Context: an optimization exercise on an open-source flow, tuned for small area, a short achievable clock period and few clock cycles per item. The choices shown serve that exercise and are no tape-out recipe. At most, simulation tests tie the RTL to the original design; equivalence was not proved. No functional check of the RTL was part of run 4. Power is estimated from default activity; no workload was simulated.

<file path="flow/design.v">
`timescale 1ns/1ps
module RGB2YUV (start, clk, rst_n, inportR, inportG, inportB, done, outportY, outportU, outportV);
	input start, clk, rst_n;
	input [8:0] inportR, inportG, inportB;
	output done;
	output [8:0] outportY, outportU, outportV;
	wire [8:0] y, u, v;
	wire n_inportR_0 = ~inportR[0];
	wire n_inportR_1 = ~inportR[1];
	wire n_inportR_2 = ~inportR[2];
	wire n_inportR_3 = ~inportR[3];
	wire n_inportR_4 = ~inportR[4];
	wire n_inportR_5 = ~inportR[5];
	wire n_inportR_6 = ~inportR[6];
	wire n_inportR_7 = ~inportR[7];
	wire s1;
	wire c2;
	FA fa_s1 (.a(inportR[2]), .b(inportR[0]), .c(n_inportR_4), .s(s1), .co(c2));
	wire s3;
	wire c4;
	FA fa_s3 (.a(inportR[3]), .b(inportR[1]), .c(n_inportR_5), .s(s3), .co(c4));
	wire g5;
	assign g5 = n_inportR_0 & 1'b1;
	wire g6;
	assign g6 = n_inportR_0 | 1'b1;
	wire g7;
	assign g7 = n_inportR_2 & inportR[0];
	wire g8;
	assign g8 = n_inportR_2 | inportR[0];
	wire g9;
	assign g9 = n_inportR_3 & inportR[1];
	wire g10;
	assign g10 = n_inportR_3 | inportR[1];
	wire g11;
	assign g11 = c2 & s3;
	wire g12;
	assign g12 = c2 | s3;
	wire g13;
	assign g13 = n_inportR_1 & g5;
	wire g14;
	assign g14 = n_inportR_1 & g6;
	wire g15;
	assign g15 = g8 & n_inportR_1;
	wire g16;
	assign g16 = g9 | (g10 & g7);
	wire g17;
	assign g17 = g10 & g8;
	wire g18;
	assign g18 = s1 & g9;
	wire g19;
	assign g19 = s1 & g10;
	wire g20;
	assign g20 = g12 & s1;
	wire g21;
	assign g21 = g7 | (g15 & g5);
	wire g22;
	assign g22 = g16 | (g17 & g13);
	wire g23;
	assign g23 = g17 & g14;
	wire g24;
	assign g24 = g18 | (g19 & g7);
	wire g25;
	assign g25 = g19 & g15;
	wire g26;
	assign g26 = g11 | (g20 & g16);
	wire g27;
	assign g27 = g20 & g17;
	wire g28;
	assign g28 = g24 | (g25 & g5);
	wire g29;
	assign g29 = g26 | (g27 & g13);
	wire n_inportG_0 = ~inportG[0];
	wire n_inportG_1 = ~inportG[1];
	wire n_inportG_2 = ~inportG[2];
	wire n_inportG_3 = ~inportG[3];
	wire n_inportG_4 = ~inportG[4];
	wire n_inportG_5 = ~inportG[5];
	wire n_inportG_6 = ~inportG[6];
	wire n_inportG_7 = ~inportG[7];
	wire s30;
	wire c31;
	FA fa_s30 (.a(1'b1), .b(n_inportG_2), .c(n_inportG_0), .s(s30), .co(c31));
	wire s32;
	wire c33;
	FA fa_s32 (.a(n_inportG_3), .b(n_inportG_1), .c(c31), .s(s32), .co(c33));
	wire s34;
	wire c35;
	FA fa_s34 (.a(inportG[0]), .b(n_inportG_4), .c(n_inportG_2), .s(s34), .co(c35));
	wire s36;
	wire c37;
	FA fa_s36 (.a(inportG[1]), .b(n_inportG_5), .c(n_inportG_3), .s(s36), .co(c37));
	wire s38;
	wire c39;
	FA fa_s38 (.a(inportG[2]), .b(inportG[0]), .c(n_inportG_6), .s(s38), .co(c39));
	wire s40;
	wire c41;
	FA fa_s40 (.a(n_inportG_4), .b(c37), .c(s38), .s(s40), .co(c41));
	wire g42;
	assign g42 = n_inportG_0 & 1'b1;
	wire g43;
	assign g43 = n_inportG_0 | 1'b1;
	wire g44;
	assign g44 = c33 & s34;
	wire g45;
	assign g45 = c33 | s34;
	wire g46;
	assign g46 = c35 & s36;
	wire g47;
	assign g47 = c35 | s36;
	wire g48;
	assign g48 = n_inportG_1 & g42;
	wire g49;
	assign g49 = n_inportG_1 & g43;
	wire g50;
	assign g50 = s30 & n_inportG_1;
	wire g51;
	assign g51 = s32 & s30;
	wire g52;
	assign g52 = g45 & s32;
	wire g53;
	assign g53 = g46 | (g47 & g44);
	wire g54;
	assign g54 = g47 & g45;
	wire g55;
	assign g55 = s40 & g46;
	wire g56;
	assign g56 = s40 & g47;
	wire g57;
	assign g57 = g50 & g42;
	wire g58;
	assign g58 = g51 & g48;
	wire g59;
	assign g59 = g51 & g49;
	wire g60;
	assign g60 = g52 & g50;
	wire g61;
	assign g61 = g54 & g51;
	wire g62;
	assign g62 = g55 | (g56 & g44);
	wire g63;
	assign g63 = g56 & g52;
	wire g64;
	assign g64 = g44 | (g60 & g42);
	wire g65;
	assign g65 = g53 | (g61 & g48);
	wire g66;
	assign g66 = g62 | (g63 & g57);
	wire n_inportB_0 = ~inportB[0];
	wire n_inportB_1 = ~inportB[1];
	wire n_inportB_2 = ~inportB[2];
	wire n_inportB_3 = ~inportB[3];
	wire n_inportB_4 = ~inportB[4];
	wire n_inportB_5 = ~inportB[5];
	wire n_inportB_6 = ~inportB[6];
	wire n_inportB_7 = ~inportB[7];
	wire s67;
	wire c68;
	FA fa_s67 (.a(inportB[2]), .b(1'b1), .c(n_inportB_0), .s(s67), .co(c68));
	wire s69;
	wire c70;
	FA fa_s69 (.a(inportB[3]), .b(n_inportB_1), .c(c68), .s(s69), .co(c70));
	wire s71;
	wire c72;
	assign s71 = inportB[4] ^ n_inportB_2;
	assign c72 = inportB[4] & n_inportB_2;
	wire s73;
	wire c74;
	FA fa_s73 (.a(inportB[5]), .b(inportB[0]), .c(n_inportB_3), .s(s73), .co(c74));
	wire s75;
	wire c76;
	FA fa_s75 (.a(inportB[6]), .b(inportB[1]), .c(n_inportB_4), .s(s75), .co(c76));
	wire s77;
	wire c78;
	FA fa_s77 (.a(inportB[7]), .b(inportB[2]), .c(n_inportB_5), .s(s77), .co(c78));
	wire g79;
	assign g79 = c70 & s71;
	wire g80;
	assign g80 = c70 | s71;
	wire g81;
	assign g81 = c72 & s73;
	wire g82;
	assign g82 = c72 | s73;
	wire g83;
	assign g83 = c74 & s75;
	wire g84;
	assign g84 = c74 | s75;
	wire g85;
	assign g85 = c76 & s77;
	wire g86;
	assign g86 = c76 | s77;
	wire g87;
	assign g87 = inportB[1] & inportB[0];
	wire g88;
	assign g88 = s67 & inportB[1];
	wire g89;
	assign g89 = s69 & s67;
	wire g90;
	assign g90 = g80 & s69;
	wire g91;
	assign g91 = g81 | (g82 & g79);
	wire g92;
	assign g92 = g82 & g80;
	wire g93;
	assign g93 = g83 | (g84 & g81);
	wire g94;
	assign g94 = g84 & g82;
	wire g95;
	assign g95 = g85 | (g86 & g83);
	wire g96;
	assign g96 = g86 & g84;
	wire g97;
	assign g97 = g89 & g87;
	wire g98;
	assign g98 = g90 & g88;
	wire g99;
	assign g99 = g92 & g89;
	wire g100;
	assign g100 = g93 | (g94 & g79);
	wire g101;
	assign g101 = g94 & g90;
	wire g102;
	assign g102 = g95 | (g96 & g91);
	wire g103;
	assign g103 = g96 & g92;
	wire g104;
	assign g104 = g103 & g97;
	wire [8:0] sg_y;
	function [8:0] f_y;
		input [2:0] s;
		case (s)
			3'd0: f_y = 9'd494;
			3'd1: f_y = 9'd418;
			3'd2: f_y = 9'd344;
			3'd3: f_y = 9'd268;
			3'd4: f_y = 9'd465;
			3'd5: f_y = 9'd389;
			3'd6: f_y = 9'd315;
			3'd7: f_y = 9'd239;
			default: f_y = 9'd0;
		endcase
	endfunction
	assign sg_y = f_y({inportB[8], inportG[8], inportR[8]});
	wire s105;
	wire c106;
	FA fa_s105 (.a(inportR[4]), .b(inportR[2]), .c(inportG[3]), .s(s105), .co(c106));
	wire s107;
	wire c108;
	FA fa_s107 (.a(inportG[1]), .b(inportB[3]), .c(n_inportR_6), .s(s107), .co(c108));
	wire s109;
	wire c110;
	FA fa_s109 (.a(n_inportG_7), .b(n_inportG_5), .c(n_inportB_6), .s(s109), .co(c110));
	wire s111;
	wire c112;
	FA fa_s111 (.a(c4), .b(c39), .c(c78), .s(s111), .co(c112));
	wire s113;
	wire c114;
	FA fa_s113 (.a(sg_y[0]), .b(s105), .c(s107), .s(s113), .co(c114));
	wire s115;
	wire c116;
	FA fa_s115 (.a(s109), .b(s111), .c(c41), .s(s115), .co(c116));
	wire s117;
	wire c118;
	FA fa_s117 (.a(s113), .b(g29), .c(g102), .s(s117), .co(c118));
	wire s119;
	wire c120;
	FA fa_s119 (.a(inportR[5]), .b(inportR[3]), .c(inportG[4]), .s(s119), .co(c120));
	wire s121;
	wire c122;
	FA fa_s121 (.a(inportG[2]), .b(inportB[4]), .c(n_inportR_7), .s(s121), .co(c122));
	wire s123;
	wire c124;
	FA fa_s123 (.a(n_inportG_6), .b(n_inportB_7), .c(c106), .s(s123), .co(c124));
	wire s125;
	wire c126;
	FA fa_s125 (.a(c108), .b(c110), .c(sg_y[1]), .s(s125), .co(c126));
	wire s127;
	wire c128;
	FA fa_s127 (.a(s119), .b(s121), .c(c112), .s(s127), .co(c128));
	wire s129;
	wire c130;
	FA fa_s129 (.a(s123), .b(c114), .c(s125), .s(s129), .co(c130));
	wire s131;
	wire c132;
	FA fa_s131 (.a(c116), .b(s127), .c(s129), .s(s131), .co(c132));
	wire s133;
	wire c134;
	FA fa_s133 (.a(inportR[6]), .b(inportR[4]), .c(inportG[5]), .s(s133), .co(c134));
	wire s135;
	wire c136;
	FA fa_s135 (.a(inportG[3]), .b(inportB[5]), .c(n_inportG_7), .s(s135), .co(c136));
	wire s137;
	wire c138;
	FA fa_s137 (.a(c120), .b(c122), .c(sg_y[2]), .s(s137), .co(c138));
	wire s139;
	wire c140;
	FA fa_s139 (.a(s133), .b(s135), .c(c124), .s(s139), .co(c140));
	wire s141;
	wire c142;
	FA fa_s141 (.a(c126), .b(s137), .c(c128), .s(s141), .co(c142));
	wire s143;
	wire c144;
	FA fa_s143 (.a(s139), .b(c130), .c(s141), .s(s143), .co(c144));
	wire s145;
	wire c146;
	FA fa_s145 (.a(inportR[7]), .b(inportR[5]), .c(inportG[6]), .s(s145), .co(c146));
	wire s147;
	wire c148;
	FA fa_s147 (.a(inportG[4]), .b(inportB[6]), .c(c134), .s(s147), .co(c148));
	wire s149;
	wire c150;
	FA fa_s149 (.a(c136), .b(sg_y[3]), .c(s145), .s(s149), .co(c150));
	wire s151;
	wire c152;
	FA fa_s151 (.a(c138), .b(s147), .c(s149), .s(s151), .co(c152));
	wire s153;
	wire c154;
	FA fa_s153 (.a(c140), .b(s151), .c(c142), .s(s153), .co(c154));
	wire s155;
	wire c156;
	FA fa_s155 (.a(inportR[6]), .b(inportG[7]), .c(inportG[5]), .s(s155), .co(c156));
	wire s157;
	wire c158;
	FA fa_s157 (.a(inportB[7]), .b(c146), .c(sg_y[4]), .s(s157), .co(c158));
	wire s159;
	wire c160;
	FA fa_s159 (.a(s155), .b(c148), .c(c150), .s(s159), .co(c160));
	wire s161;
	wire c162;
	FA fa_s161 (.a(s157), .b(c152), .c(s159), .s(s161), .co(c162));
	wire s163;
	wire c164;
	FA fa_s163 (.a(inportR[7]), .b(inportG[6]), .c(c156), .s(s163), .co(c164));
	wire s165;
	wire c166;
	FA fa_s165 (.a(sg_y[5]), .b(c158), .c(s163), .s(s165), .co(c166));
	wire s167;
	wire c168;
	FA fa_s167 (.a(c160), .b(s165), .c(c162), .s(s167), .co(c168));
	wire s169;
	wire c170;
	FA fa_s169 (.a(inportG[7]), .b(sg_y[6]), .c(c164), .s(s169), .co(c170));
	wire s171;
	wire c172;
	assign s171 = c166 ^ s169;
	assign c172 = c166 & s169;
	wire s173;
	wire c174;
	FA fa_s173 (.a(sg_y[7]), .b(c170), .c(c172), .s(s173), .co(c174));
	reg [15:0] st_y;
	wire [15:0] nx_y = {g66, (sg_y[8] ^ c174), s173, s171, c168, s167, s161, c154, s153, c144, s143, c132, s131, c118, s117, s115};
	wire g175;
	assign g175 = st_y[0] & st_y[1];
	wire g176;
	assign g176 = st_y[0] | st_y[1];
	wire g177;
	assign g177 = st_y[2] & st_y[3];
	wire g178;
	assign g178 = st_y[2] | st_y[3];
	wire g179;
	assign g179 = st_y[4] & st_y[5];
	wire g180;
	assign g180 = st_y[4] | st_y[5];
	wire g181;
	assign g181 = st_y[6] & st_y[7];
	wire g182;
	assign g182 = st_y[6] | st_y[7];
	wire g183;
	assign g183 = st_y[8] & st_y[9];
	wire g184;
	assign g184 = st_y[8] | st_y[9];
	wire g185;
	assign g185 = st_y[11] & st_y[12];
	wire g186;
	assign g186 = st_y[11] | st_y[12];
	wire g187;
	assign g187 = g175 | (g176 & st_y[15]);
	wire g188;
	assign g188 = g177 | (g178 & g175);
	wire g189;
	assign g189 = g178 & g176;
	wire g190;
	assign g190 = g179 | (g180 & g177);
	wire g191;
	assign g191 = g180 & g178;
	wire g192;
	assign g192 = g181 | (g182 & g179);
	wire g193;
	assign g193 = g182 & g180;
	wire g194;
	assign g194 = g183 | (g184 & g181);
	wire g195;
	assign g195 = g184 & g182;
	wire g196;
	assign g196 = st_y[10] & g183;
	wire g197;
	assign g197 = st_y[10] & g184;
	wire g198;
	assign g198 = g186 & st_y[10];
	wire g199;
	assign g199 = st_y[13] & g185;
	wire g200;
	assign g200 = st_y[13] & g186;
	wire g201;
	assign g201 = g188 | (g189 & st_y[15]);
	wire g202;
	assign g202 = g190 | (g191 & g187);
	wire g203;
	assign g203 = g192 | (g193 & g188);
	wire g204;
	assign g204 = g193 & g189;
	wire g205;
	assign g205 = g194 | (g195 & g190);
	wire g206;
	assign g206 = g195 & g191;
	wire g207;
	assign g207 = g196 | (g197 & g192);
	wire g208;
	assign g208 = g197 & g193;
	wire g209;
	assign g209 = g185 | (g198 & g194);
	wire g210;
	assign g210 = g198 & g195;
	wire g211;
	assign g211 = g199 | (g200 & g196);
	wire g212;
	assign g212 = g200 & g197;
	wire g213;
	assign g213 = g203 | (g204 & st_y[15]);
	wire g214;
	assign g214 = g205 | (g206 & g187);
	wire g215;
	assign g215 = g207 | (g208 & g201);
	wire g216;
	assign g216 = g209 | (g210 & g202);
	wire g217;
	assign g217 = g211 | (g212 & g203);
	wire g218;
	assign g218 = g212 & g204;
	wire g219;
	assign g219 = g217 | (g218 & st_y[15]);
	assign y = {(st_y[14] ^ g219), (st_y[13] ^ g216), (st_y[11] ^ st_y[12] ^ g215), (st_y[10] ^ g214), (st_y[8] ^ st_y[9] ^ g213), (st_y[6] ^ st_y[7] ^ g202), (st_y[4] ^ st_y[5] ^ g201), (st_y[2] ^ st_y[3] ^ g187), (st_y[0] ^ st_y[1] ^ st_y[15])};
	wire s220;
	wire c221;
	FA fa_s220 (.a(inportR[4]), .b(inportR[2]), .c(inportR[0]), .s(s220), .co(c221));
	wire s222;
	wire c223;
	FA fa_s222 (.a(inportR[5]), .b(inportR[3]), .c(inportR[1]), .s(s222), .co(c223));
	wire s224;
	wire c225;
	FA fa_s224 (.a(inportR[6]), .b(inportR[4]), .c(inportR[2]), .s(s224), .co(c225));
	wire s226;
	wire c227;
	FA fa_s226 (.a(1'b1), .b(n_inportR_0), .c(c223), .s(s226), .co(c227));
	wire s228;
	wire c229;
	FA fa_s228 (.a(inportR[7]), .b(inportR[5]), .c(inportR[3]), .s(s228), .co(c229));
	wire s230;
	wire c231;
	FA fa_s230 (.a(n_inportR_1), .b(c225), .c(s228), .s(s230), .co(c231));
	wire g232;
	assign g232 = inportR[2] & inportR[0];
	wire g233;
	assign g233 = inportR[2] | inportR[0];
	wire g234;
	assign g234 = inportR[3] & inportR[1];
	wire g235;
	assign g235 = inportR[3] | inportR[1];
	wire g236;
	assign g236 = c221 & s222;
	wire g237;
	assign g237 = c221 | s222;
	wire g238;
	assign g238 = s224 & s226;
	wire g239;
	assign g239 = s224 | s226;
	wire g240;
	assign g240 = c227 & s230;
	wire g241;
	assign g241 = c227 | s230;
	wire g242;
	assign g242 = inportR[1] & inportR[0];
	wire g243;
	assign g243 = g233 & inportR[1];
	wire g244;
	assign g244 = g234 | (g235 & g232);
	wire g245;
	assign g245 = g235 & g233;
	wire g246;
	assign g246 = s220 & g234;
	wire g247;
	assign g247 = s220 & g235;
	wire g248;
	assign g248 = g237 & s220;
	wire g249;
	assign g249 = g238 | (g239 & g236);
	wire g250;
	assign g250 = g239 & g237;
	wire g251;
	assign g251 = g240 | (g241 & g238);
	wire g252;
	assign g252 = g241 & g239;
	wire g253;
	assign g253 = g245 & g242;
	wire g254;
	assign g254 = g246 | (g247 & g232);
	wire g255;
	assign g255 = g247 & g243;
	wire g256;
	assign g256 = g236 | (g248 & g244);
	wire g257;
	assign g257 = g248 & g245;
	wire g258;
	assign g258 = g249 | (g250 & g246);
	wire g259;
	assign g259 = g250 & g247;
	wire g260;
	assign g260 = g251 | (g252 & g236);
	wire g261;
	assign g261 = g252 & g248;
	wire g262;
	assign g262 = g258 | (g259 & g232);
	wire g263;
	assign g263 = g260 | (g261 & g244);
	wire g264;
	assign g264 = g261 & g253;
	wire s265;
	wire c266;
	FA fa_s265 (.a(1'b1), .b(n_inportG_2), .c(n_inportG_0), .s(s265), .co(c266));
	wire s267;
	wire c268;
	FA fa_s267 (.a(n_inportG_3), .b(n_inportG_1), .c(c266), .s(s267), .co(c268));
	wire s269;
	wire c270;
	FA fa_s269 (.a(1'b1), .b(n_inportG_4), .c(n_inportG_2), .s(s269), .co(c270));
	wire s271;
	wire c272;
	FA fa_s271 (.a(n_inportG_0), .b(s269), .c(c268), .s(s271), .co(c272));
	wire s273;
	wire c274;
	FA fa_s273 (.a(n_inportG_5), .b(n_inportG_3), .c(n_inportG_1), .s(s273), .co(c274));
	wire s275;
	wire c276;
	FA fa_s275 (.a(c270), .b(s273), .c(c272), .s(s275), .co(c276));
	wire g277;
	assign g277 = n_inportG_0 & 1'b1;
	wire g278;
	assign g278 = n_inportG_0 | 1'b1;
	wire g279;
	assign g279 = n_inportG_1 & g277;
	wire g280;
	assign g280 = n_inportG_1 & g278;
	wire g281;
	assign g281 = s265 & n_inportG_1;
	wire g282;
	assign g282 = s267 & s265;
	wire g283;
	assign g283 = s271 & s267;
	wire g284;
	assign g284 = s275 & s271;
	wire g285;
	assign g285 = g281 & g277;
	wire g286;
	assign g286 = g282 & g279;
	wire g287;
	assign g287 = g282 & g280;
	wire g288;
	assign g288 = g283 & g281;
	wire g289;
	assign g289 = g284 & g282;
	wire g290;
	assign g290 = g288 & g277;
	wire g291;
	assign g291 = g289 & g279;
	wire [8:0] sg_u;
	function [8:0] f_u;
		input [2:0] s;
		case (s)
			3'd0: f_u = 9'd492;
			3'd1: f_u = 9'd364;
			3'd2: f_u = 9'd23;
			3'd3: f_u = 9'd407;
			3'd4: f_u = 9'd64;
			3'd5: f_u = 9'd448;
			3'd6: f_u = 9'd107;
			3'd7: f_u = 9'd491;
			default: f_u = 9'd0;
		endcase
	endfunction
	assign sg_u = f_u({inportG[8], inportR[8], inportB[8]});
	wire s292;
	wire c293;
	FA fa_s292 (.a(inportB[1]), .b(inportR[6]), .c(inportR[4]), .s(s292), .co(c293));
	wire s294;
	wire c295;
	FA fa_s294 (.a(n_inportR_2), .b(n_inportG_6), .c(n_inportG_4), .s(s294), .co(c295));
	wire s296;
	wire c297;
	FA fa_s296 (.a(n_inportG_2), .b(c229), .c(c274), .s(s296), .co(c297));
	wire s298;
	wire c299;
	FA fa_s298 (.a(sg_u[0]), .b(s292), .c(s294), .s(s298), .co(c299));
	wire s300;
	wire c301;
	FA fa_s300 (.a(c231), .b(s296), .c(s298), .s(s300), .co(c301));
	wire s302;
	wire c303;
	FA fa_s302 (.a(s300), .b(c276), .c(g263), .s(s302), .co(c303));
	wire s304;
	wire c305;
	FA fa_s304 (.a(inportB[2]), .b(inportR[7]), .c(inportR[5]), .s(s304), .co(c305));
	wire s306;
	wire c307;
	FA fa_s306 (.a(n_inportR_3), .b(n_inportG_7), .c(n_inportG_5), .s(s306), .co(c307));
	wire s308;
	wire c309;
	FA fa_s308 (.a(n_inportG_3), .b(c293), .c(c295), .s(s308), .co(c309));
	wire s310;
	wire c311;
	FA fa_s310 (.a(sg_u[1]), .b(s304), .c(s306), .s(s310), .co(c311));
	wire s312;
	wire c313;
	FA fa_s312 (.a(c297), .b(s308), .c(c299), .s(s312), .co(c313));
	wire s314;
	wire c315;
	FA fa_s314 (.a(s310), .b(c301), .c(s312), .s(s314), .co(c315));
	wire s316;
	wire c317;
	FA fa_s316 (.a(inportB[3]), .b(inportR[6]), .c(n_inportR_4), .s(s316), .co(c317));
	wire s318;
	wire c319;
	FA fa_s318 (.a(n_inportG_6), .b(n_inportG_4), .c(c305), .s(s318), .co(c319));
	wire s320;
	wire c321;
	FA fa_s320 (.a(c307), .b(sg_u[2]), .c(s316), .s(s320), .co(c321));
	wire s322;
	wire c323;
	FA fa_s322 (.a(c309), .b(s318), .c(c311), .s(s322), .co(c323));
	wire s324;
	wire c325;
	FA fa_s324 (.a(s320), .b(c313), .c(s322), .s(s324), .co(c325));
	wire s326;
	wire c327;
	FA fa_s326 (.a(inportB[4]), .b(inportR[7]), .c(n_inportR_5), .s(s326), .co(c327));
	wire s328;
	wire c329;
	FA fa_s328 (.a(n_inportG_7), .b(n_inportG_5), .c(c317), .s(s328), .co(c329));
	wire s330;
	wire c331;
	FA fa_s330 (.a(sg_u[3]), .b(s326), .c(c319), .s(s330), .co(c331));
	wire s332;
	wire c333;
	FA fa_s332 (.a(s328), .b(c321), .c(s330), .s(s332), .co(c333));
	wire s334;
	wire c335;
	FA fa_s334 (.a(c323), .b(s332), .c(c325), .s(s334), .co(c335));
	wire s336;
	wire c337;
	FA fa_s336 (.a(inportB[5]), .b(n_inportR_6), .c(n_inportG_6), .s(s336), .co(c337));
	wire s338;
	wire c339;
	FA fa_s338 (.a(c327), .b(sg_u[4]), .c(s336), .s(s338), .co(c339));
	wire s340;
	wire c341;
	FA fa_s340 (.a(c329), .b(s338), .c(c331), .s(s340), .co(c341));
	wire s342;
	wire c343;
	assign s342 = c333 ^ s340;
	assign c343 = c333 & s340;
	wire s344;
	wire c345;
	FA fa_s344 (.a(inportB[6]), .b(n_inportR_7), .c(n_inportG_7), .s(s344), .co(c345));
	wire s346;
	wire c347;
	FA fa_s346 (.a(c337), .b(sg_u[5]), .c(s344), .s(s346), .co(c347));
	wire s348;
	wire c349;
	FA fa_s348 (.a(c339), .b(s346), .c(c341), .s(s348), .co(c349));
	wire s350;
	wire c351;
	FA fa_s350 (.a(inportB[7]), .b(c345), .c(sg_u[6]), .s(s350), .co(c351));
	wire s352;
	wire c353;
	assign s352 = c347 ^ s350;
	assign c353 = c347 & s350;
	wire s354;
	wire c355;
	FA fa_s354 (.a(sg_u[7]), .b(c351), .c(c353), .s(s354), .co(c355));
	reg [14:0] st_u;
	wire [14:0] nx_u = {g291, (sg_u[8] ^ c355), s354, s352, c349, s348, c343, s342, c335, s334, s324, c315, s314, c303, s302};
	wire g356;
	assign g356 = st_u[1] & st_u[2];
	wire g357;
	assign g357 = st_u[1] | st_u[2];
	wire g358;
	assign g358 = st_u[3] & st_u[4];
	wire g359;
	assign g359 = st_u[3] | st_u[4];
	wire g360;
	assign g360 = st_u[6] & st_u[7];
	wire g361;
	assign g361 = st_u[6] | st_u[7];
	wire g362;
	assign g362 = st_u[8] & st_u[9];
	wire g363;
	assign g363 = st_u[8] | st_u[9];
	wire g364;
	assign g364 = st_u[10] & st_u[11];
	wire g365;
	assign g365 = st_u[10] | st_u[11];
	wire g366;
	assign g366 = st_u[0] & st_u[14];
	wire g367;
	assign g367 = g357 & st_u[0];
	wire g368;
	assign g368 = g358 | (g359 & g356);
	wire g369;
	assign g369 = g359 & g357;
	wire g370;
	assign g370 = st_u[5] & g358;
	wire g371;
	assign g371 = st_u[5] & g359;
	wire g372;
	assign g372 = g361 & st_u[5];
	wire g373;
	assign g373 = g362 | (g363 & g360);
	wire g374;
	assign g374 = g363 & g361;
	wire g375;
	assign g375 = g364 | (g365 & g362);
	wire g376;
	assign g376 = g365 & g363;
	wire g377;
	assign g377 = st_u[12] & g364;
	wire g378;
	assign g378 = st_u[12] & g365;
	wire g379;
	assign g379 = g356 | (g367 & st_u[14]);
	wire g380;
	assign g380 = g368 | (g369 & g366);
	wire g381;
	assign g381 = g370 | (g371 & g356);
	wire g382;
	assign g382 = g371 & g367;
	wire g383;
	assign g383 = g360 | (g372 & g368);
	wire g384;
	assign g384 = g372 & g369;
	wire g385;
	assign g385 = g373 | (g374 & g370);
	wire g386;
	assign g386 = g374 & g371;
	wire g387;
	assign g387 = g375 | (g376 & g360);
	wire g388;
	assign g388 = g376 & g372;
	wire g389;
	assign g389 = g377 | (g378 & g373);
	wire g390;
	assign g390 = g378 & g374;
	wire g391;
	assign g391 = g381 | (g382 & st_u[14]);
	wire g392;
	assign g392 = g383 | (g384 & g366);
	wire g393;
	assign g393 = g385 | (g386 & g379);
	wire g394;
	assign g394 = g387 | (g388 & g380);
	wire g395;
	assign g395 = g389 | (g390 & g381);
	wire g396;
	assign g396 = g390 & g382;
	wire g397;
	assign g397 = g395 | (g396 & st_u[14]);
	assign u = {(st_u[13] ^ g397), (st_u[12] ^ g394), (st_u[10] ^ st_u[11] ^ g393), (st_u[8] ^ st_u[9] ^ g392), (st_u[6] ^ st_u[7] ^ g391), (st_u[5] ^ g380), (st_u[3] ^ st_u[4] ^ g379), (st_u[1] ^ st_u[2] ^ g366), (st_u[0] ^ st_u[14])};
	wire s398;
	wire c399;
	FA fa_s398 (.a(inportG[4]), .b(inportG[2]), .c(inportG[0]), .s(s398), .co(c399));
	wire s400;
	wire c401;
	FA fa_s400 (.a(inportG[5]), .b(inportG[3]), .c(inportG[1]), .s(s400), .co(c401));
	wire s402;
	wire c403;
	FA fa_s402 (.a(inportG[6]), .b(inportG[4]), .c(inportG[2]), .s(s402), .co(c403));
	wire s404;
	wire c405;
	FA fa_s404 (.a(inportG[7]), .b(inportG[5]), .c(inportG[3]), .s(s404), .co(c405));
	wire s406;
	wire c407;
	FA fa_s406 (.a(1'b1), .b(n_inportG_0), .c(c403), .s(s406), .co(c407));
	wire g408;
	assign g408 = inportG[2] & inportG[0];
	wire g409;
	assign g409 = inportG[2] | inportG[0];
	wire g410;
	assign g410 = inportG[3] & inportG[1];
	wire g411;
	assign g411 = inportG[3] | inportG[1];
	wire g412;
	assign g412 = c399 & s400;
	wire g413;
	assign g413 = c399 | s400;
	wire g414;
	assign g414 = c401 & s402;
	wire g415;
	assign g415 = c401 | s402;
	wire g416;
	assign g416 = s404 & s406;
	wire g417;
	assign g417 = s404 | s406;
	wire g418;
	assign g418 = inportG[1] & inportG[0];
	wire g419;
	assign g419 = g409 & inportG[1];
	wire g420;
	assign g420 = g410 | (g411 & g408);
	wire g421;
	assign g421 = g411 & g409;
	wire g422;
	assign g422 = s398 & g410;
	wire g423;
	assign g423 = s398 & g411;
	wire g424;
	assign g424 = g413 & s398;
	wire g425;
	assign g425 = g414 | (g415 & g412);
	wire g426;
	assign g426 = g415 & g413;
	wire g427;
	assign g427 = g416 | (g417 & g414);
	wire g428;
	assign g428 = g417 & g415;
	wire g429;
	assign g429 = g421 & g418;
	wire g430;
	assign g430 = g422 | (g423 & g408);
	wire g431;
	assign g431 = g423 & g419;
	wire g432;
	assign g432 = g412 | (g424 & g420);
	wire g433;
	assign g433 = g424 & g421;
	wire g434;
	assign g434 = g425 | (g426 & g422);
	wire g435;
	assign g435 = g426 & g423;
	wire g436;
	assign g436 = g427 | (g428 & g412);
	wire g437;
	assign g437 = g428 & g424;
	wire g438;
	assign g438 = g434 | (g435 & g408);
	wire g439;
	assign g439 = g436 | (g437 & g420);
	wire g440;
	assign g440 = g437 & g429;
	wire s441;
	wire c442;
	FA fa_s441 (.a(1'b1), .b(n_inportB_2), .c(n_inportB_0), .s(s441), .co(c442));
	wire s443;
	wire c444;
	FA fa_s443 (.a(n_inportB_3), .b(n_inportB_1), .c(c442), .s(s443), .co(c444));
	wire s445;
	wire c446;
	assign s445 = n_inportB_4 ^ n_inportB_2;
	assign c446 = n_inportB_4 & n_inportB_2;
	wire s447;
	wire c448;
	FA fa_s447 (.a(n_inportB_5), .b(n_inportB_3), .c(c446), .s(s447), .co(c448));
	wire g449;
	assign g449 = n_inportB_0 & 1'b1;
	wire g450;
	assign g450 = n_inportB_0 | 1'b1;
	wire g451;
	assign g451 = c444 & s445;
	wire g452;
	assign g452 = c444 | s445;
	wire g453;
	assign g453 = n_inportB_1 & g449;
	wire g454;
	assign g454 = n_inportB_1 & g450;
	wire g455;
	assign g455 = s441 & n_inportB_1;
	wire g456;
	assign g456 = s443 & s441;
	wire g457;
	assign g457 = g452 & s443;
	wire g458;
	assign g458 = s447 & g451;
	wire g459;
	assign g459 = s447 & g452;
	wire g460;
	assign g460 = g455 & g449;
	wire g461;
	assign g461 = g456 & g453;
	wire g462;
	assign g462 = g456 & g454;
	wire g463;
	assign g463 = g457 & g455;
	wire g464;
	assign g464 = g459 & g456;
	wire g465;
	assign g465 = g451 | (g463 & g449);
	wire g466;
	assign g466 = g458 | (g464 & g453);
	wire [8:0] sg_v;
	function [8:0] f_v;
		input [2:0] s;
		case (s)
			3'd0: f_v = 9'd492;
			3'd1: f_v = 9'd364;
			3'd2: f_v = 9'd87;
			3'd3: f_v = 9'd471;
			3'd4: f_v = 9'd0;
			3'd5: f_v = 9'd384;
			3'd6: f_v = 9'd107;
			3'd7: f_v = 9'd491;
			default: f_v = 9'd0;
		endcase
	endfunction
	assign sg_v = f_v({inportB[8], inportG[8], inportR[8]});
	wire s467;
	wire c468;
	FA fa_s467 (.a(inportR[1]), .b(inportG[6]), .c(inportG[4]), .s(s467), .co(c468));
	wire s469;
	wire c470;
	FA fa_s469 (.a(n_inportG_1), .b(n_inportB_6), .c(n_inportB_4), .s(s469), .co(c470));
	wire s471;
	wire c472;
	FA fa_s471 (.a(c405), .b(sg_v[0]), .c(s467), .s(s471), .co(c472));
	wire s473;
	wire c474;
	FA fa_s473 (.a(s469), .b(c448), .c(c407), .s(s473), .co(c474));
	wire s475;
	wire c476;
	FA fa_s475 (.a(s471), .b(s473), .c(g466), .s(s475), .co(c476));
	wire s477;
	wire c478;
	FA fa_s477 (.a(inportR[2]), .b(inportG[7]), .c(inportG[5]), .s(s477), .co(c478));
	wire s479;
	wire c480;
	FA fa_s479 (.a(n_inportG_2), .b(n_inportB_7), .c(n_inportB_5), .s(s479), .co(c480));
	wire s481;
	wire c482;
	FA fa_s481 (.a(c468), .b(c470), .c(sg_v[1]), .s(s481), .co(c482));
	wire s483;
	wire c484;
	FA fa_s483 (.a(s477), .b(s479), .c(c472), .s(s483), .co(c484));
	wire s485;
	wire c486;
	FA fa_s485 (.a(s481), .b(c474), .c(s483), .s(s485), .co(c486));
	wire s487;
	wire c488;
	FA fa_s487 (.a(inportR[3]), .b(inportG[6]), .c(n_inportG_3), .s(s487), .co(c488));
	wire s489;
	wire c490;
	FA fa_s489 (.a(n_inportB_6), .b(c478), .c(c480), .s(s489), .co(c490));
	wire s491;
	wire c492;
	FA fa_s491 (.a(sg_v[2]), .b(s487), .c(c482), .s(s491), .co(c492));
	wire s493;
	wire c494;
	FA fa_s493 (.a(s489), .b(c484), .c(s491), .s(s493), .co(c494));
	wire s495;
	wire c496;
	FA fa_s495 (.a(inportR[4]), .b(inportG[7]), .c(n_inportG_4), .s(s495), .co(c496));
	wire s497;
	wire c498;
	FA fa_s497 (.a(n_inportB_7), .b(c488), .c(sg_v[3]), .s(s497), .co(c498));
	wire s499;
	wire c500;
	FA fa_s499 (.a(s495), .b(c490), .c(s497), .s(s499), .co(c500));
	wire s501;
	wire c502;
	FA fa_s501 (.a(c492), .b(s499), .c(c494), .s(s501), .co(c502));
	wire s503;
	wire c504;
	FA fa_s503 (.a(inportR[5]), .b(n_inportG_5), .c(c496), .s(s503), .co(c504));
	wire s505;
	wire c506;
	FA fa_s505 (.a(sg_v[4]), .b(c498), .c(s503), .s(s505), .co(c506));
	wire s507;
	wire c508;
	assign s507 = c500 ^ s505;
	assign c508 = c500 & s505;
	wire s509;
	wire c510;
	FA fa_s509 (.a(inportR[6]), .b(n_inportG_6), .c(sg_v[5]), .s(s509), .co(c510));
	wire s511;
	wire c512;
	FA fa_s511 (.a(c504), .b(s509), .c(c506), .s(s511), .co(c512));
	wire s513;
	wire c514;
	FA fa_s513 (.a(inportR[7]), .b(n_inportG_7), .c(sg_v[6]), .s(s513), .co(c514));
	wire s515;
	wire c516;
	assign s515 = c510 ^ s513;
	assign c516 = c510 & s513;
	wire s517;
	wire c518;
	FA fa_s517 (.a(sg_v[7]), .b(c514), .c(c516), .s(s517), .co(c518));
	reg [14:0] st_v;
	wire [14:0] nx_v = {g439, (sg_v[8] ^ c518), s517, s515, c512, s511, c508, s507, c502, s501, s493, c486, s485, c476, s475};
	wire g519;
	assign g519 = st_v[1] & st_v[2];
	wire g520;
	assign g520 = st_v[1] | st_v[2];
	wire g521;
	assign g521 = st_v[3] & st_v[4];
	wire g522;
	assign g522 = st_v[3] | st_v[4];
	wire g523;
	assign g523 = st_v[6] & st_v[7];
	wire g524;
	assign g524 = st_v[6] | st_v[7];
	wire g525;
	assign g525 = st_v[8] & st_v[9];
	wire g526;
	assign g526 = st_v[8] | st_v[9];
	wire g527;
	assign g527 = st_v[10] & st_v[11];
	wire g528;
	assign g528 = st_v[10] | st_v[11];
	wire g529;
	assign g529 = st_v[0] & st_v[14];
	wire g530;
	assign g530 = g520 & st_v[0];
	wire g531;
	assign g531 = g521 | (g522 & g519);
	wire g532;
	assign g532 = g522 & g520;
	wire g533;
	assign g533 = st_v[5] & g521;
	wire g534;
	assign g534 = st_v[5] & g522;
	wire g535;
	assign g535 = g524 & st_v[5];
	wire g536;
	assign g536 = g525 | (g526 & g523);
	wire g537;
	assign g537 = g526 & g524;
	wire g538;
	assign g538 = g527 | (g528 & g525);
	wire g539;
	assign g539 = g528 & g526;
	wire g540;
	assign g540 = st_v[12] & g527;
	wire g541;
	assign g541 = st_v[12] & g528;
	wire g542;
	assign g542 = g519 | (g530 & st_v[14]);
	wire g543;
	assign g543 = g531 | (g532 & g529);
	wire g544;
	assign g544 = g533 | (g534 & g519);
	wire g545;
	assign g545 = g534 & g530;
	wire g546;
	assign g546 = g523 | (g535 & g531);
	wire g547;
	assign g547 = g535 & g532;
	wire g548;
	assign g548 = g536 | (g537 & g533);
	wire g549;
	assign g549 = g537 & g534;
	wire g550;
	assign g550 = g538 | (g539 & g523);
	wire g551;
	assign g551 = g539 & g535;
	wire g552;
	assign g552 = g540 | (g541 & g536);
	wire g553;
	assign g553 = g541 & g537;
	wire g554;
	assign g554 = g544 | (g545 & st_v[14]);
	wire g555;
	assign g555 = g546 | (g547 & g529);
	wire g556;
	assign g556 = g548 | (g549 & g542);
	wire g557;
	assign g557 = g550 | (g551 & g543);
	wire g558;
	assign g558 = g552 | (g553 & g544);
	wire g559;
	assign g559 = g553 & g545;
	wire g560;
	assign g560 = g558 | (g559 & st_v[14]);
	assign v = {(st_v[13] ^ g560), (st_v[12] ^ g557), (st_v[10] ^ st_v[11] ^ g556), (st_v[8] ^ st_v[9] ^ g555), (st_v[6] ^ st_v[7] ^ g554), (st_v[5] ^ g543), (st_v[3] ^ st_v[4] ^ g542), (st_v[1] ^ st_v[2] ^ g529), (st_v[0] ^ st_v[14])};
	assign done = start;
	always @(posedge clk or negedge rst_n) begin
		if (!rst_n) begin
			st_y <= 16'd0;
			st_u <= 15'd0;
			st_v <= 15'd0;
		end else if (start) begin
			st_y <= nx_y;
			st_u <= nx_u;
			st_v <= nx_v;
		end
	end
	assign outportY = y;
	assign outportU = u;
	assign outportV = v;
endmodule
module FA (a, b, c, s, co);
	input a, b, c;
	output s, co;
	assign s = a ^ b ^ c;
	assign co = (a & b) | (a & c) | (b & c);
endmodule
</file>
<file path="flow/flow/run.sh">
#!/bin/bash
# The standard layout (standard.sh), except that the port buffers are
# sky130_fd_sc_hd__buf_1 cells rather than ORFS's default delay buffers, and timing
# repair aims for 5.5 ns of setup slack. Each run's output goes to its own log.
set -euo pipefail
export BUFFER_PORTS_ARGS="-buffer_cell sky130_fd_sc_hd__buf_1"
export SETUP_SLACK_MARGIN=5.5
bash standard.sh synth > synth.log 2>&1
bash standard.sh > layout.log 2>&1
</file>
<file path="flow/standard.sh">
#!/bin/bash
# synth_recipe.tcl (not shown) runs the flow's synth.tcl, then flattens the netlist and writes it again
# the make line also repeats each setting of config.mk as NAME=value (left out here)
make -C /OpenROAD-flow-scripts/flow DESIGN_CONFIG=/design/flow/config.mk WORK_HOME=/design/flow/orfs CLKGATE_MAP_FILE= SYNTH_SCRIPT=/design/flow/synth_recipe.tcl "${@:-finish}"
</file>
<file path="flow/config.mk">
export PLATFORM = sky130hd
export DESIGN_NAME = RGB2YUV
export DESIGN_NICKNAME = RGB2YUV
export VERILOG_FILES = /design/flow/design.v
export SDC_FILE = /design/flow/constraint.sdc
export NUM_CORES = 4
export LEC_CHECK = 0
export CAP_MARGIN = 20
export CORE_MARGIN = 2
export CORE_UTILIZATION = 65
export SLEW_MARGIN = 20
export SYNTH_HIERARCHICAL = 1
export SYNTH_MINIMUM_KEEP_SIZE = 0
</file>
<file path="flow/constraint.sdc">
create_clock -name core_clock -period 10.0 [get_ports {clk}]
set_input_delay 2.0000 -clock core_clock [delete_from_list [all_inputs] [get_ports {clk}]]
set_output_delay 2.0000 -clock core_clock [all_outputs]
set_load 0.01 [all_outputs]
</file>
==> results.sh, run 1 <==
export IMPL_status="no timing/DRC/antenna violations"
export IMPL_layout_drive_gt1_share_pct=17.8
export IMPL_insertion_delay_ns=0.30
export IMPL_grt_overflow_total=0
export IMPL_power_frac_comb_pct=68.5
export IMPL_synth_top_area_share_pct=41.4
export IMPL_antenna_found_initial=0
export IMPL_placed_cells=689
export IMPL_hold_path_class="reg2reg"
export IMPL_cts_buffers=5
export IMPL_synthArstFlopShare_pct=100
export IMPL_worstSetupPathType="in2reg"
export IMPL_die_area_um2=9860
export IMPL_syn_instance_count=526
export IMPL_synthTopCellsByArea="fa_1 41%, dfrtp_1 20%, ha_1 10%"
export IMPL_internal_power_mw=0.722
export IMPL_end_kind="flop"
export IMPL_crit_fanout=7
export IMPL_gp_congestion=0.952
export IMPL_ff2ff_setup_slack_ns=9.14
export IMPL_pin_count=58
export IMPL_leakage_nw=2.93
export IMPL_yosysWarnings=7
export IMPL_ctsRootBufferMaster="clkbuf_8"
export IMPL_min_period_ns=4.48
export IMPL_setup_violations=0
export IMPL_worstPathRequired_ns=10.16
export IMPL_crit_path_start_kind="primary input"
export IMPL_via_count=3974
export IMPL_clock_power_share_pct=8.3
export IMPL_cts_buffer_depth=2
export IMPL_fin_cells=710
export IMPL_vias_per_cell=5.60
export IMPL_final_hold_viol_count=0
export IMPL_power_switching_mw=0.642
export IMPL_wl_mm=13.4
export IMPL_worst_pin_slew_ns=0.719
export IMPL_drt_iter0_markers=171
export IMPL_synth_ff_type="dfrtp_1"
export IMPL_power_density_nw_per_um2=205
export IMPL_arrival_ns=4.63
export IMPL_io_buffers=57
export IMPL_cts_max_level=2
export IMPL_dp_hpwl_mm=11.0
export IMPL_tns_ns=0
export IMPL_initial_utilization_pct=67.3
export IMPL_relSlewSlack_pct=52.1
export IMPL_ctsHoldBuffers=0
export IMPL_period_share_pct=44.8
export IMPL_grt_total_usage_pct=29.3
export IMPL_slew_violations=0
export IMPL_vdd_drop_max_mv=0.203
export IMPL_drt_pass1_iterations=5
export IMPL_rsz0062_at_grt="true"
export IMPL_ys_ff_latch=46
export IMPL_grt_max_degree=81
export IMPL_p_sw_share_pct=47.1
export IMPL_fmax_ghz=0.223
export IMPL_die_h_um=99.3
export IMPL_synth_edff_count=0
export IMPL_area_growth_pct=12.7
export IMPL_core_area_um2=8760
export IMPL_wl_per_cell_um=18.9
export IMPL_yosysUniqueCellTypes=43
export IMPL_p_seq_share_pct=23.1
export IMPL_fin_nets=802
export IMPL_grt_first_pass_wirelength_mm=22.0
export IMPL_cts_num_sinks=46
export IMPL_fin_skew_ns=0
export IMPL_num_antenna_cells=0
export IMPL_synth_area_leader_cell="fa_1"
export IMPL_final_antenna_net_count=0
export IMPL_fp_row_count=34
export IMPL_die_w_um=99.3
export IMPL_maxCapViolCount=0
export IMPL_route_detailed_drc=0
export IMPL_seq_area_frac_synth_pct=19.5
export IMPL_synth_area_per_cell_um2=11.2
export IMPL_grt_pass1_vias=4348
export IMPL_cts_tree="yes"
export IMPL_synth_area_um2=5900
export IMPL_clkTransAtPathRegs_ns=0.09
[final timing paths]
| path | startpoint | endpoint | cells past startpoint |
|---|---|---|---|
| max reg2reg | st_v[14] | st_v[14] | 1 |
| max in group asynchronous | rst_n | st_u[11] | 2 |
| max | inportR[7] | st_y[10] | 8 |
| min in group asynchronous | rst_n | st_y[9] | 2 |
| min | st_v[0] | st_v[0] | 1 |
| min reg2reg | st_v[0] | st_v[0] | 1 |
[critical path: stages]
cell	delay (ns)
buf_4	0.17
fa_1	0.59
fa_1	0.45
fa_2	0.37
fa_1	0.42
fa_1	0.45
nand2_1	0.09
o21ai_0	0.10
[cell type report]
| cell class | count | area [um2] |
|---|---|---|
| Tap cell | 108 | 135 |
| Fill cell | 627 | 2110 |
| Inverter | 78 | 322 |
| Timing Repair Buffer | 72 | 450 |
| Sequential cell | 46 | 1150 |
| Clock inverter | 2 | 13.8 |
| Multi-Input combinational cell | 398 | 4510 |
| Clock buffer | 6 | 72.6 |
[Yosys stat by module (local to each module, per instance)]
module	cells	copies in the design	flops+latches	area, um2
RGB2YUV	405	1	46	3480
FA	1	121	0	20.0
[through the flow]
stage	hold WS [ns]	power [mW]	setup slack [ns]	area, um2	util, %
final	0.550	1.36	5.52	6650	75.9
after global routing	0.565	1.51	5.46	6650	75.9
after CTS	0.553	1.36	5.50	6530	74.5
after detailed placement	0.531	1.23	4.48	6290	71.8
after global placement	0.504	1.20	4.60	6290	71.8
after floorplan	0.462	0.952	5.39	5970	-
[power by group through the flow]
| stage | logic, mW | registers (mW) | clock network (mW) |
|---|---|---|---|
| finish | 0.934 | 0.316 | 0.114 |
| global route | 1.06 | 0.325 | 0.122 |
| CTS | 0.927 | 0.315 | 0.118 |
| detailed placement | 0.910 | 0.319 | 0 |
| global placement | 0.883 | 0.313 | 0 |
| floorplan | 0.651 | 0.301 | 0 |
[cells by family after synthesis]
| family | after synthesis | share of synthesized area, % |
|---|---|---|
| adder cells (fa/ha/maj) | 180 | 53.4 |
| AND/OR/NAND/NOR | 90 | 6.87 |
| buffers and inverters | 88 | 5.66 |
| AO/OA/AOI/OAI | 82 | 8.31 |
| flip-flops | 46 | 19.5 |
| XOR/XNOR | 27 | 4.01 |
| multiplexers | 12 | 2.23 |
| other | 1 | 0.0635 |
[synth_stat cells, drive strengths merged (6+ instances only)]
master	instances
nor2	18
ha	49
inv	78
xor2	12
mux2	9
fa	122
nor2b	6
dfrtp	46
xnor2	15
nand2	46
nor3	6
o21ai	43
clkbuf	8
maj3	9
a21oi	14
[repair_timing]
action | 4_1_cts | 5_1_grt
hold endpoints to repair | 0 | 0
pin swaps | 3 | 7
setup buffers | 10 | 3
setup endpoints to repair | 34 | 14
resized for setup | 45 | 38
[sequential cells by signal, indices dropped and copies added (netlist names)]
register,flops
st_y,16
st_u,15
st_v,15
[cell usage in the layout (no fill, tap or decap), types with 9 or more instances in the layout]
master     n
fa_2      21
buf_4     21
nor2_1    18
buf_1     30
o21ai_0   42
dfrtp_1   46
nand2_1   46
ha_1      49
inv_1     62
a21oi_1   14
xor2_1    12
fa_1     101
mux2_2     9
xnor2_1   15
[metal layers]
metal,vias up,wire [um],global-route usage [%]
met5,-,0,0
met4,0,116,5.27
met3,9,699,4.57
met2,107,6790,48.2
met1,2038,5810,42.9
li1,1820,-,-
Testbench counts, summed over its fixed seeds: cycles 3,208, items 3,200.
==> run 2: changes to the inputs <==
--- a/flow/config.mk
+++ b/flow/config.mk
@@ -8,5 +8,5 @@
 export CAP_MARGIN = 20
 export CORE_MARGIN = 2
-export CORE_UTILIZATION = 65
+export CORE_UTILIZATION = 75
 export SLEW_MARGIN = 20
 export SYNTH_HIERARCHICAL = 1
==> run 2 against run 1 <==
Compared with the run above:
- critical path type unchanged
- largest cell class unchanged
- still clean on timing, DRC and antenna
- critical endpoint unchanged
- die area down 13%
- first-iteration DRC count up 78%
- combinational power increased by 3.6%
==> results.sh, run 2 <==
export IMPL_holdWs_ns=0.541
export IMPL_grt_overflow_total=0
export IMPL_pin_count=58
export IMPL_slowest_delay_ns=0.49
export IMPL_n_fill_cell=346
export IMPL_via_count=4268
export IMPL_maxCapViolCount=0
export IMPL_drt_pass1_iterations=4
export IMPL_antenna_found_initial=0
export IMPL_cts_buffer_depth=2
export IMPL_min_to="st_y[14]"
export IMPL_top_regs="st_y (16), st_u (15), st_v (15)"
export IMPL_dp_hpwl_mm=10.9
export IMPL_die_h_um=92.7
export IMPL_status="no timing/DRC/antenna violations"
export IMPL_die_area_um2=8600
export IMPL_final_hold_viol_count=0
export IMPL_seq_area_frac_synth_pct=19.5
export IMPL_reg2reg_to="st_v[14]"
export IMPL_grt_pass1_vias=4478
export IMPL_yosysUniqueCellTypes=43
export IMPL_tns_ns=0
export IMPL_clkTransAtPathRegs_ns=0.09
export IMPL_wl_per_cell_um=20.7
export IMPL_relSlewSlack_pct=52.5
export IMPL_hold_path_class="reg2reg"
export IMPL_vias_per_cell=5.94
export IMPL_worstSetupPathType="in2reg"
export IMPL_ff2ff_setup_slack_ns=9.14
export IMPL_core_area_um2=7690
export IMPL_synth_most_common_cell="fa_1"
export IMPL_synth_edff_count=0
export IMPL_route_detailed_drc=0
export IMPL_holdCritStartpoint="st_y[14]"
export IMPL_syn_instance_count=526
export IMPL_largest_register="st_y"
export IMPL_crit_top_cell="fa_1"
export IMPL_synth_area_per_cell_um2=11.2
export IMPL_cp_buffers_inverters=2
export IMPL_synth_top_area_share_pct=41.4
export IMPL_vdd_drop_max_mv=0.272
export IMPL_mostFrequentLayoutCells="102 x fa_1, 64 x inv_1, 48 x ha_1, 46 x nand2_1, 46 x dfrtp_1"
export IMPL_synthTopCellsByArea="fa_1 41%, dfrtp_1 20%, ha_1 10%"
export IMPL_r2r_cells=1
export IMPL_cts_num_sinks=46
export IMPL_fin_skew_ns=0
export IMPL_crit_fanout=10
export IMPL_synth_ff_type="dfrtp_1"
export IMPL_fp_row_count=32
export IMPL_yosysWarnings=7
export IMPL_synth_area_leader_cell="fa_1"
export IMPL_power_density_nw_per_um2=210
export IMPL_period_share_pct=46.0
export IMPL_ctsRootBufferMaster="clkbuf_8"
export IMPL_cts_buffers=5
export IMPL_crit_chain="buf_4, clkinvlp_4, ha_1, mux2i_2, fa_1, fa_2, fa_1, fa_1, nand2_1, o21ai_0"
export IMPL_r2r_start="st_v[14]"
export IMPL_layout_drive_gt1_share_pct=19.4
export IMPL_synth_area_um2=5900
export IMPL_fin_nets=817
export IMPL_crit_path_start_kind="primary input"
export IMPL_post_dp_cell_area_um2=6290
export IMPL_cts_tree="yes"
export IMPL_insertion_delay_ns=0.30
export IMPL_largest_reg_flops=16
export IMPL_drt_iter0_markers=305
export IMPL_cts_max_level=2
export IMPL_io_buffers=57
export IMPL_crit_path_top_delay_cell="fa_1"
export IMPL_hold_depth=1
export IMPL_initial_utilization_pct=76.8
export IMPL_worst_slack_ns=5.40
export IMPL_grt_max_degree=81
export IMPL_gp_congestion=0.964
export IMPL_wl_mm=14.9
export IMPL_end_kind="flop"
export IMPL_synth_commonest_cells="122 x fa_1, 78 x inv_1, 49 x ha_1"
export IMPL_ctsHoldBuffers=0
export IMPL_leakage_nw=2.99
export IMPL_place_ws_ns=4.44
export IMPL_arrival_ns=4.76
export IMPL_area_growth_pct=15.3
export IMPL_grt_total_usage_pct=35.5
export IMPL_rsz0062_at_grt="true"
export IMPL_grt_first_pass_wirelength_mm=22.4
export IMPL_setup_violations=0
export IMPL_slew_violations=0
export IMPL_die_w_um=92.7
export IMPL_num_antenna_cells=0
export IMPL_final_antenna_net_count=0
export IMPL_ys_ff_latch=46
export IMPL_critPathTopFamily="adder cells"
export IMPL_worst_pin_slew_ns=0.712
export IMPL_synthArstFlopShare_pct=100
export IMPL_fmax_ghz=0.217
export IMPL_worstPathRequired_ns=10.15
export IMPL_layout_commonest_cell="fa_1"
export IMPL_min_period_ns=4.60
export IMPL_finalInstanceArea_um2=6800
==> run 2: cell counts after synthesis <==
Identical to the previous run, type by type.
==> run 2: worst max-delay path by stage <==
stage / start / to / slack (ns) / cells after the start
2_1_floorplan: inportG[7] / st_u[5] / 5.39 / 7
3_3_place_gp: inportG[7] / st_y[10] / 4.60 / 9
3_5_place_dp: inportG[7] / st_y[10] / 4.44 / 9
4_1_cts: inportG[7] / st_u[5] / 5.43 / 8
5_1_grt: inportG[8] / st_y[10] / 5.34 / 10
6_report: inportG[8] / st_y[10] / 5.40 / 10
==> run 2: cell type report <==
| cell class | instances | area, um2 | share of cell area [%] |
|---|---|---|---|
| Multi-Input combinational cell | 398 | 4500 | 66.2 |
| Sequential cell | 46 | 1150 | 16.9 |
| Timing Repair Buffer | 87 | 571 | 8.39 |
| Inverter | 78 | 338 | 4.97 |
| Tap cell | 102 | 128 | 1.88 |
| Clock buffer | 5 | 68.8 | 1.01 |
| Clock inverter | 3 | 43.8 | 0.644 |
==> run 2: kinds of logic (layout without fill, tap and decap cells) <==
kind of cell	Yosys count	in the layout	synth area share, %
mux	12	12	2.23
buf+inv	88	173	5.66
simple gates	90	90	6.87
other cells	1	7	0.0635
compound gates	82	82	8.31
fa+ha+maj	180	180	53.4
flops	46	46	19.5
xor+xnor	27	27	4.01
==> run 2: modules after synthesis (local to each module, per instance) <==
module	copies in the design	cell area, um2	flops+latches
RGB2YUV	1	3480	46
FA	121	20.0	0
==> run 2: repair_timing <==
action | in CTS | in global routing
pin swaps | 2 | 3
gates resized for setup | 47 | 36
buffers inserted | 16 | 12
endpoints found under the setup margin | 34 | 16
==> run 2: power by group <==
group	switching [mW]	internal, mW
registers	0.0560	0.260
logic	0.546	0.422
clock network	0.0713	0.0751
total	0.673	0.757
==> run 2: metrics by stage <==
step	total power, mW	std cells	util (%)
after floorplan	0.952	532	-
after global placement	1.19	683	81.8
after detailed placement	1.23	683	81.8
after CTS	1.39	707	86.0
after global routing	1.55	719	88.5
final	1.43	719	88.5
==> run 2: per-layer routing <==
layer  routed length [um]  up-vias  GRT usage, %
met1                 5660     2160          48.0
met3                 1030       38          5.61
met4                  470        0          11.6
met5                    0        -             0
met2                 7720      207          60.1
li1                     -     1863             -
==> run 3: changes to the inputs <==
--- a/flow/config.mk
+++ b/flow/config.mk
@@ -8,5 +8,6 @@
 export CAP_MARGIN = 20
 export CORE_MARGIN = 2
-export CORE_UTILIZATION = 75
+export CORE_UTILIZATION = 65
+export CTS_BUF_LIST = sky130_fd_sc_hd__clkbuf_8
 export SLEW_MARGIN = 20
 export SYNTH_HIERARCHICAL = 1
==> run 3 against run 2 <==
Compared with the run above:
- still clean on timing, DRC and antenna
- sequential cell count did not move
- non-clock buffer count decreased by 15
- maximum frequency is 2.8% higher
- critical path depth fell by 2
- count of clock-buffer cells in the layout unchanged
- global-route usage shrank 6.1 points
- cell count shrank 1.3%
- power fell by 4.7%
- die area rose by 15%
- setup slack better by 0.13 ns
- area after synthesis did not move
==> results.sh, run 3 <==
export IMPL_crit_top_cell="fa_1"
export IMPL_worst_slack_ns=5.52
export IMPL_maxCapViolCount=0
export IMPL_drt_met1_wl_mm=5.77
export IMPL_ctsHoldBuffers=0
export IMPL_top_regs="st_y (16), st_u (15), st_v (15)"
export IMPL_period_share_pct=44.8
export IMPL_grt_pass1_vias=4348
export IMPL_leakage_nw=2.93
export IMPL_relSlewSlack_pct=52.2
export IMPL_route_detailed_drc=0
export IMPL_vdd_drop_max_mv=0.202
export IMPL_fmax_ghz=0.223
export IMPL_wl_met2_mm=6.79
export IMPL_final_antenna_net_count=0
export IMPL_pin_count=58
export IMPL_layout_drive_gt1_share_pct=17.8
export IMPL_status="no timing/DRC/antenna violations"
export IMPL_synth_edff_count=0
export IMPL_synth_area_um2=5900
export IMPL_wl_mm=13.4
export IMPL_fin_util_pct=75.9
export IMPL_fp_row_count=34
export IMPL_min_period_ns=4.48
export IMPL_grt_max_degree=81
export IMPL_synth_top_area_share_pct=41.4
export IMPL_final_hold_viol_count=0
export IMPL_crit_path_top_delay_cell="fa_1"
export IMPL_largest_reg_flops=16
export IMPL_area_growth_pct=12.7
export IMPL_cts_tree="yes"
export IMPL_layout_commonest_cell="fa_1"
export IMPL_syn_instance_count=526
export IMPL_cts_num_sinks=46
export IMPL_via_count=3973
export IMPL_seq_area_frac_synth_pct=19.5
export IMPL_die_area_um2=9860
export IMPL_critPathTopFamily="adder cells"
export IMPL_synth_ff_type="dfrtp_1"
export IMPL_ys_ff_latch=46
export IMPL_worstSetupPathType="in2reg"
export IMPL_die_w_um=99.3
export IMPL_fin_skew_ns=0
export IMPL_gp_congestion=0.952
export IMPL_power_density_nw_per_um2=205
export IMPL_end_kind="flop"
export IMPL_ctsRootBufferMaster="clkbuf_8"
export IMPL_synthTopCellsByArea="fa_1 41%, dfrtp_1 20%, ha_1 10%"
export IMPL_synth_commonest_cells="122 x fa_1, 78 x inv_1, 49 x ha_1"
export IMPL_slowest_delay_ns=0.59
export IMPL_core_area_um2=8760
export IMPL_synthArstFlopShare_pct=100
export IMPL_wl_per_cell_um=18.9
export IMPL_worstPathRequired_ns=10.16
export IMPL_hold_path_class="reg2reg"
export IMPL_top_layer_used="met4"
export IMPL_grt_first_pass_wirelength_mm=22.0
export IMPL_drt_pass1_iterations=4
export IMPL_antenna_found_initial=0
export IMPL_fin_nets=802
export IMPL_cp_buffers_inverters=1
export IMPL_crit_chain="buf_4, fa_1, fa_1, fa_2, fa_1, fa_1, nand2_1, o21ai_0"
export IMPL_clkTransAtPathRegs_ns=0.09
export IMPL_worst_pin_slew_ns=0.717
export IMPL_crit_fanout=7
export IMPL_crit_path_start_kind="primary input"
export IMPL_rsz0062_at_grt="true"
export IMPL_insertion_delay_ns=0.30
export IMPL_grt_overflow_total=0
export IMPL_synth_most_common_cell="fa_1"
export IMPL_tns_ns=0
export IMPL_cts_buffers=5
export IMPL_die_h_um=99.3
export IMPL_arrival_ns=4.63
export IMPL_yosysUniqueCellTypes=43
export IMPL_slew_violations=0
export IMPL_cts_buffer_depth=2
export IMPL_largest_register="st_y"
export IMPL_mostFrequentLayoutCells="101 x fa_1, 63 x inv_1, 49 x ha_1, 46 x nand2_1, 46 x dfrtp_1"
export IMPL_synth_area_leader_cell="fa_1"
export IMPL_setup_violations=0
export IMPL_synth_area_per_cell_um2=11.2
export IMPL_grt_total_usage_pct=29.3
export IMPL_dp_hpwl_mm=11.0
export IMPL_yosysWarnings=7
export IMPL_initial_utilization_pct=67.3
export IMPL_vias_per_cell=5.60
export IMPL_wl_met3_um=727
export IMPL_io_buffers=57
export IMPL_num_antenna_cells=0
export IMPL_drt_iter0_markers=171
export IMPL_cts_max_level=2
export IMPL_place_ws_ns=4.48
[run 3: path summary, 6_finish.rpt]
check	startpoint	end	slack, ns	depth (start not counted)
max	inportR[7]	st_y[10]	5.52	8
min	st_v[0]	st_v[0]	0.55	1
max reg2reg	st_v[14]	st_v[14]	9.14	1
min reg2reg	st_v[0]	st_v[0]	0.55	1
max in group asynchronous	rst_n	st_u[11]	7.79	2
min in group asynchronous	rst_n	st_y[9]	1.76	2
[run 3: kinds of logic after synthesis]
family                     count (synthesis)  synth area share [%]
AOI/OAI and AO/OA                         82                  8.31
xor gates and xnor gates                  27                  4.01
adders and majority gates                180                  53.4
buffers and inverters                     88                  5.66
DFF                                       46                  19.5
muxes                                     12                  2.23
other                                      1                0.0635
and+or+nand+nor                           90                  6.87
[run 3: final cells by class]
class	instances	area [um2]
tap	108	135
inverter	78	322
clock buffer	5	68.8
clock inverter	3	17.5
fill	627	2110
sequential	46	1150
multi-input combinational	398	4510
timing repair buffer	72	450
[run 3: repair_timing]
action / 4_1_cts / 5_1_grt
setup endpoints to repair: 34 / 14
pin swaps: 3 / 7
gates resized for setup: 45 / 38
setup buffers: 10 / 3
[run 3: metal layers]
metal / track usage, % / vias up
met5: 0 / -
li1: - / 1820
met4: 5.27 / 0
met3: 4.57 / 7
met2: 48.2 / 111
met1: 42.9 / 2035
[run 3: metrics by stage]
stage          instance area [um2]  hold WS, ns  power, mW  cells
3_5_place_dp                  6290        0.531       1.23    689
4_1_cts                       6530        0.553       1.36    707
6_report                      6650        0.550       1.36    710
5_1_grt                       6650        0.565       1.51    710
2_1_floorplan                 5970        0.462      0.952    532
3_3_place_gp                  6290        0.504       1.20    689
[run 3: Yosys stat by module, one instance, submodules excluded]
module   flip-flops and latches  times used  cells inside
RGB2YUV                      46           1           405
FA                            0         121             1
[run 3: power breakdown]
group          internal, mW  switching (mW)
Sequential            0.260          0.0560
Combinational         0.412           0.522
Clock                0.0484          0.0645
==> run 4: changes to the inputs <==
--- a/flow/design.v
+++ b/flow/design.v
@@ -1087,10 +1087,13 @@
 	assign v = {(st_v[13] ^ g560), (st_v[12] ^ g557), (st_v[10] ^ st_v[11] ^ g556), (st_v[8] ^ st_v[9] ^ g555), (st_v[6] ^ st_v[7] ^ g554), (st_v[5] ^ g543), (st_v[3] ^ st_v[4] ^ g542), (st_v[1] ^ st_v[2] ^ g529), (st_v[0] ^ st_v[14])};
 	assign done = start;
+	reg valid;
 	always @(posedge clk or negedge rst_n) begin
-		if (!rst_n) begin
-			st_y <= 16'd0;
-			st_u <= 15'd0;
-			st_v <= 15'd0;
-		end else if (start) begin
+		if (!rst_n)
+			valid <= 1'b0;
+		else if (start)
+			valid <= 1'b1;
+	end
+	always @(posedge clk) begin
+		if (start) begin
 			st_y <= nx_y;
 			st_u <= nx_u;
@@ -1098,7 +1101,7 @@
 		end
 	end
-	assign outportY = y;
-	assign outportU = u;
-	assign outportV = v;
+	assign outportY = y & {9{valid}};
+	assign outportU = u & {9{valid}};
+	assign outportV = v & {9{valid}};
 endmodule
 module FA (a, b, c, s, co);
--- a/flow/config.mk
+++ b/flow/config.mk
@@ -9,5 +9,4 @@
 export CORE_MARGIN = 2
 export CORE_UTILIZATION = 65
-export CTS_BUF_LIST = sky130_fd_sc_hd__clkbuf_8
 export SLEW_MARGIN = 20
 export SYNTH_HIERARCHICAL = 1
==> run 4 against run 3 <==
Compared with the run above:
- still clean
- synthesized cell count fell by 12%
- via count fell by 6.4%
- non-clock buffer count is 5 higher
- cell count decreased by 7.3%
- maximum frequency decreased by 0.35%
- critical path depth fell by 1
- cell area grew 0.75%
- sequential share of layout area grew 3.7 points
==> results.sh, run 4 <==
export IMPL_grt_pass1_vias=4067
export IMPL_die_h_um=99.1
export IMPL_rsz0062_at_grt="true"
export IMPL_slew_violations=0
export IMPL_gp_congestion=0.933
export IMPL_synth_area_per_cell_um2=12.7
export IMPL_r2r_start="valid"
export IMPL_syn_instance_count=464
export IMPL_final_antenna_net_count=0
export IMPL_crit_top_cell="fa_1"
export IMPL_fmax_ghz=0.223
export IMPL_synth_top_area_share_pct=41.5
export IMPL_crit_path_top_delay_cell="fa_1"
export IMPL_area_growth_pct=14.0
export IMPL_fin_nets=750
export IMPL_worstPathRequired_ns=10.05
export IMPL_hold_path_class="reg2reg"
export IMPL_cts_tree="yes"
export IMPL_tns_ns=0
export IMPL_vias_per_cell=5.65
export IMPL_layout_drive_gt1_share_pct=16.7
export IMPL_initial_utilization_pct=67.1
export IMPL_route_detailed_drc=0
export IMPL_place_ws_ns=4.67
export IMPL_cts_buffers=5
export IMPL_synthArstFlopShare_pct=2.13
export IMPL_worst_slack_ns=5.51
export IMPL_reg2reg_to="valid"
export IMPL_drt_iter0_markers=186
export IMPL_maxCapViolCount=0
export IMPL_synth_area_leader_cell="fa_1"
export IMPL_arrival_ns=4.54
export IMPL_insertion_delay_ns=0.31
export IMPL_final_hold_viol_count=0
export IMPL_status="no timing/DRC/antenna violations"
export IMPL_grt_max_degree=33
export IMPL_r2r_cells=1
export IMPL_critPathTopFamily="adder cells"
export IMPL_synth_commonest_cells="122 x fa_1, 79 x inv_1, 49 x ha_1"
export IMPL_leakage_nw=2.82
export IMPL_die_area_um2=9820
export IMPL_largest_register="st_y"
export IMPL_antenna_found_initial=0
export IMPL_min_period_ns=4.49
export IMPL_wl_per_cell_um=19.8
export IMPL_end_kind="flop"
export IMPL_relSlewSlack_pct=43.4
export IMPL_num_antenna_cells=0
export IMPL_grt_total_usage_pct=29.9
export IMPL_holdCritStartpoint="valid"
export IMPL_vdd_drop_max_mv=0.0965
export IMPL_post_dp_cell_area_um2=6280
export IMPL_placed_cells=631
export IMPL_cts_num_sinks=47
export IMPL_period_share_pct=44.9
export IMPL_wl_mm=13.0
export IMPL_setup_violations=0
export IMPL_core_area_um2=8760
export IMPL_crit_chain="buf_2, inv_1, fa_1, fa_2, fa_1, fa_2, fa_1"
export IMPL_clkTransAtPathRegs_ns=0.10
export IMPL_fin_skew_ns=0
export IMPL_synth_area_um2=5880
export IMPL_hold_depth=1
export IMPL_finalInstanceArea_um2=6700
export IMPL_die_w_um=99.1
export IMPL_synth_most_common_cell="fa_1"
export IMPL_cts_buffer_depth=2
export IMPL_grt_first_pass_wirelength_mm=21.6
export IMPL_layout_commonest_cell="fa_1"
export IMPL_top_regs="st_y (16), st_u (15), st_v (15)"
export IMPL_fin_util_pct=76.5
-- run 4: cell types whose count changed after synthesis, sizes merged, moves of 4 or more --
cell	before	now
o21ai	43	7
clkbuf	8	4
dfrtp	46	1
nor2	18	10
mux2	9	1
nand2b	4	10
xnor2	15	9
and2	1	19
edfxtp	0	46
nand2	46	9
mux2i	3	8
-- run 4: final cells by class --
cell class,instances,area (um2)
clock buffer,6,82.6
timing repair buffer,77,493
tap,108,135
clock inverter,2,16.3
fill,606,2060
sequential,47,1410
multi-input combinational,339,4240
inverter,79,327
-- run 4: routing by layer --
metal  track usage, %  vias up  part of all wire (%)
met1             45.0     1887                    44
met4             6.74        0                   1.3
met5                0        -                     0
met2             46.6      146                    47
met3             5.62       16                   7.7
li1                 -     1670                     -
-- run 4: modules after synthesis, one instance, submodules excluded --
module   copies in the design  area, um2  flip-flops and latches
FA                        121       20.0                       0
RGB2YUV                     1       3460                      47
-- run 4: what timing repair did --
item / 4_1_cts / 5_1_grt
setup buffers: 11 / 6
gates cloned: 2 / 0
hold buffers: 0 / 0
pin swaps: 0 / 4
endpoints found under the setup margin: 33 / 18
gates resized for setup: 34 / 23
-- run 4: how the worst max path moves through the flow --
stage	slack (ns)	startpoint	to
3_3_place_gp	4.72	inportG[7]	st_u[5]
5_1_grt	5.45	inportR[3]	st_u[5]
6_report	5.51	inportR[3]	st_u[5]
3_5_place_dp	4.67	inportG[7]	st_u[5]
2_1_floorplan	5.49	inportG[7]	st_u[5]
4_1_cts	5.45	inportG[7]	st_u[5]
-- run 4: cells by family after synthesis --
logic type,count (synthesis),share of synthesized area [%]
other,1,0.0638
adders and majority gates,182,53.9
and+or+nand+nor,75,7.15
xor gates and xnor gates,18,2.68
DFF,47,23.9
AOI/OAI and AO/OA,48,5.26
buffers and inverters,84,5.43
muxes,9,1.55
-- run 4: power by group --
part	total [mW]	internal [mW]	leakage, nW	switching (mW)
sequential	0.366	0.320	0.458	0.0458
clock	0.124	0.0565	0.0474	0.0672
combinational	0.885	0.410	2.32	0.475
total	1.37	0.787	2.82	0.588
